From an optimization exercise on the open Yosys and OpenROAD flow, aimed at a short achievable clock period and few clock cycles; shortcuts taken in it are not production practice.
Function was checked by simulation only, so behaviour that the tests miss may differ from the original.
No activity file was given, so power comes from the tool's default toggle rates.

== indigo ==
Design mips_cpu, start of the top module:
module mips_cpu(rst,clk,imem_addr,imem_rdata,dmem_addr,dmem_wdata,dmem_we,dmem_rdata);
For scale: about 1400 flip-flops, about 160 I/O pins, about 0.076 mm^2 of cells after synthesis.
export LEC_CHECK = 0
export ABC_CLOCK_PERIOD_IN_PS = 3000
export CAP_MARGIN = 20
export CORE_MARGIN = 2
export CORE_UTILIZATION = 40
export PLACE_DENSITY = 0.55
export SLEW_MARGIN = 20
create_clock -name core_clock -period 12.0 [get_ports {clk}]
standard.sh (not shown) runs the stock make flow with config.mk's settings and CLKGATE_MAP_FILE= SYNTH_SCRIPT=/design/flow/synth_recipe.tcl, a recipe that flattens the netlist after the stock synthesis.
==> flow/flow/run.sh <==
#!/bin/bash
# Layout flow: the standard ORFS flow (standard.sh: the standard synthesis script,
# floorplan, power grid, placement, CTS and routing), with these changes in how the
# layout is made, none in what is measured (the SDC, clock period and I/O constraints
# are the design's own):
#  - the I/O port buffers are buf_8 cells rather than the delay buffer that
#    buffer_ports picks by itself;
#  - besides the platform's own don't-use cells, the slow cells with four
#    transistors in series (or4*, nor4*, a2111*, o2111*, o41*, a41*) and the ones with
#    three p-transistors in series (or3*, nor3*, o31*, o311*, o32*, a311*), listed in
#    flow/extra_dont_use.txt) are not used;
#  - after the global-route timing repair, flow/post_grt.tcl repairs the max slew and
#    max capacitance violations that repair's moves may leave.
# Each ORFS step's full log is in orfs/logs/; make's own output is in flow_make.log.
set -euo pipefail
here=$(cd "$(dirname "$0")" && pwd)
plat=$(sed -n '/^export DONT_USE_CELLS/,/^#/p' "$FLOW_HOME/platforms/sky130hd/config.mk" \
       | grep -o 'sky130_fd_sc_hd__[a-z0-9_]*' | tr '\n' ' ')
extra=$(tr '\n' ' ' < "$here/extra_dont_use.txt")
bash standard.sh SETUP_SLACK_MARGIN=8.5 TNS_END_PERCENT=100 \
  "BUFFER_PORTS_ARGS=-buffer_cell sky130_fd_sc_hd__buf_8" \
  "DONT_USE_CELLS=$plat $extra" "POST_GLOBAL_ROUTE_TCL=$here/post_grt.tcl" finish > flow_make.log 2>&1
Other scripts of this flow, unchanged in this note and not shown: flow/flow/extra_dont_use.txt, flow/flow/post_grt.tcl
Testbench counts of indigo, summed over its fixed seeds: cycles 56,620.
Inputs modified between indigo and delta:
--- a/flow/design.v
+++ b/flow/design.v
@@ -129,23 +129,25 @@
     input  [31:0] imem_rdata;   
     output [31:0] dmem_addr;    
     output [31:0] dmem_wdata;   
     output        dmem_we;      
     input  [31:0] dmem_rdata;   
     reg [29:0] pc;              
     reg [29:0] pcn;             
     reg        e_kill;          
     reg        e_wen, e_lw, e_sw, e_beq, e_pred, e_fok, e_addi;
     reg [31:0] e_nimm;          
     reg [4:0]  e_rd;
-    reg [31:0] e_rsl, e_rsh, e_rtl, e_rth, e_bl, e_bh;
+    reg [31:0] e_rsl, e_rsh, e_rtl, e_rth;
+    reg        e_isrc;          
+    reg [31:0] e_imm32;
     reg        e_rs4, e_rt4;
     reg        e_rs4n, e_rt4n;   
     reg [15:0] e_imm;
     reg [4:0]  e_sh;
     reg        e_fb_l;
     reg        s_add, s_sub, s_and, s_or, s_slt, s_sll, s_srl;
     reg [29:0] e_npc;
     reg        m_wen, m_lw;
     reg [4:0]  m_rd;
     reg [31:0] m_res;
     reg [31:0] m_addr, m_wdata;
@@ -234,39 +236,39 @@
         e_nimm <= 32'd0 - {{16{ins[15]}}, ins[15:0]};
         e_fok  <= fok;
         e_rd   <= f_dst;
         e_rs4  <= rs[4];
         e_rt4  <= rt[4];
         e_rs4n <= ~rs[4];
         e_rt4n <= ~rt[4];
         e_rsl  <= fa_m ? res : fa_w ? wb : rsl;
         e_rsh  <= fa_m ? res : fa_w ? wb : rsh;
         e_rtl  <= fb_m ? res : fb_w ? wb : rtl;
         e_rth  <= fb_m ? res : fb_w ? wb : rth;
-        e_bl   <= (fb_m & ~isrc) ? res : isrc ? imm32 : fb_w ? wb : rtl;
-        e_bh   <= (fb_m & ~isrc) ? res : isrc ? imm32 : fb_w ? wb : rth;
+        e_isrc <= isrc;
+        e_imm32 <= imm32;
         e_imm  <= ins[15:0];
         e_sh   <= ins[10:6];
         e_fb_l <= fb_m & ev_lw;
         s_add  <= f_add | f_addi | f_lw | f_sw;
         s_sub  <= f_sub;
         s_and  <= f_and;
         s_or   <= f_or | f_ori;
         s_slt  <= f_slt;
         s_sll  <= f_sll;
         s_srl  <= f_srl;
         e_npc  <= npc;
     end
     assign a  = {e_rs4n ? e_rsl[31:16] : e_rsh[31:16], e_rs4 ? e_rsh[15:0] : e_rsl[15:0]};
-    assign bf = e_rt4 ? e_rth : e_rtl;
-    assign b  = e_rt4n ? e_bl : e_bh;
+    assign bf = {e_rt4n ? e_rtl[31:16] : e_rth[31:16], e_rt4 ? e_rth[15:0] : e_rtl[15:0]};
+    assign b  = e_isrc ? e_imm32 : bf;
     wire [31:0] sum, diff;
     wire        nborrow;
     ks_add #(32) add0 (.a(a), .b(b), .ci(1'b0), .s(sum), .co());
     ks_add #(32) sub0 (.a(a), .b(~bf), .ci(1'b1), .s(diff), .co(nborrow));
     assign res = ({32{s_add}} & sum)
                     | ({32{s_sub}} & diff)
                     | ({32{s_and}} & (a & bf))
                     | ({32{s_or}}  & (a | b))
                     | ({32{s_slt}} & {31'd0, ~nborrow})
                     | ({32{s_sll}} & (bf << e_sh))
                     | ({32{s_srl}} & (bf >> e_sh));
Results
Changes observed in delta relative to indigo: first-iteration DRC count grew by 1.3%, sequential cell count shrank by 63, delay of the slowest cell on the worst path grew by 0.14 ns, final non-filler cell total shrank by about 5%, count of TritonRoute iterations in the first routing pass shrank by 4. Changes observed in delta relative to indigo: peak ir drop on the vdd network went down; sequential cell area share went up; total wirelength of the detailed-routed design went down; average routed wire per standard cell went down; power went down. Fill cell total of the finished layout: indigo vs delta — no meaningful difference. indigo was larger in final cell area than delta. delta gives less combinational group share of total power than indigo did. Area growth from synthesis to layout: indigo and delta compared, lower one is delta.
Testbench counts of delta, summed over its fixed seeds: cycles 56,620.

[port drivers added, routing unchanged]
Ports are ideal in the flow. The routed layouts listed here were re-timed in OpenROAD.
Step 1 sets driving cells, clkbuf_16 on the clock port and buf_2 on the other inputs (assumed; they add their load-dependent delay and slew).
Step 2 moves the port delays by t, midway between the first and last clock arrival at a register: inputs arrive t later, outputs are due t later. That takes back most of the time a late clock gives input paths.
a / b / c = no drivers / after step 1 / after step 2; a / b = the first two.
run | t (ns) | setup slack, ns | cell pins on the clock port's net
indigo | 0.911 | 8.078 / 8.089 / 7.208 | 1
delta | 0.907 | 7.921 / 7.961 / 7.054 | 1
After both steps every run listed still meets setup and hold. The setup slack of indigo, which loses most, moves by +0.011 ns with the drivers and by -0.870 ns with both steps.
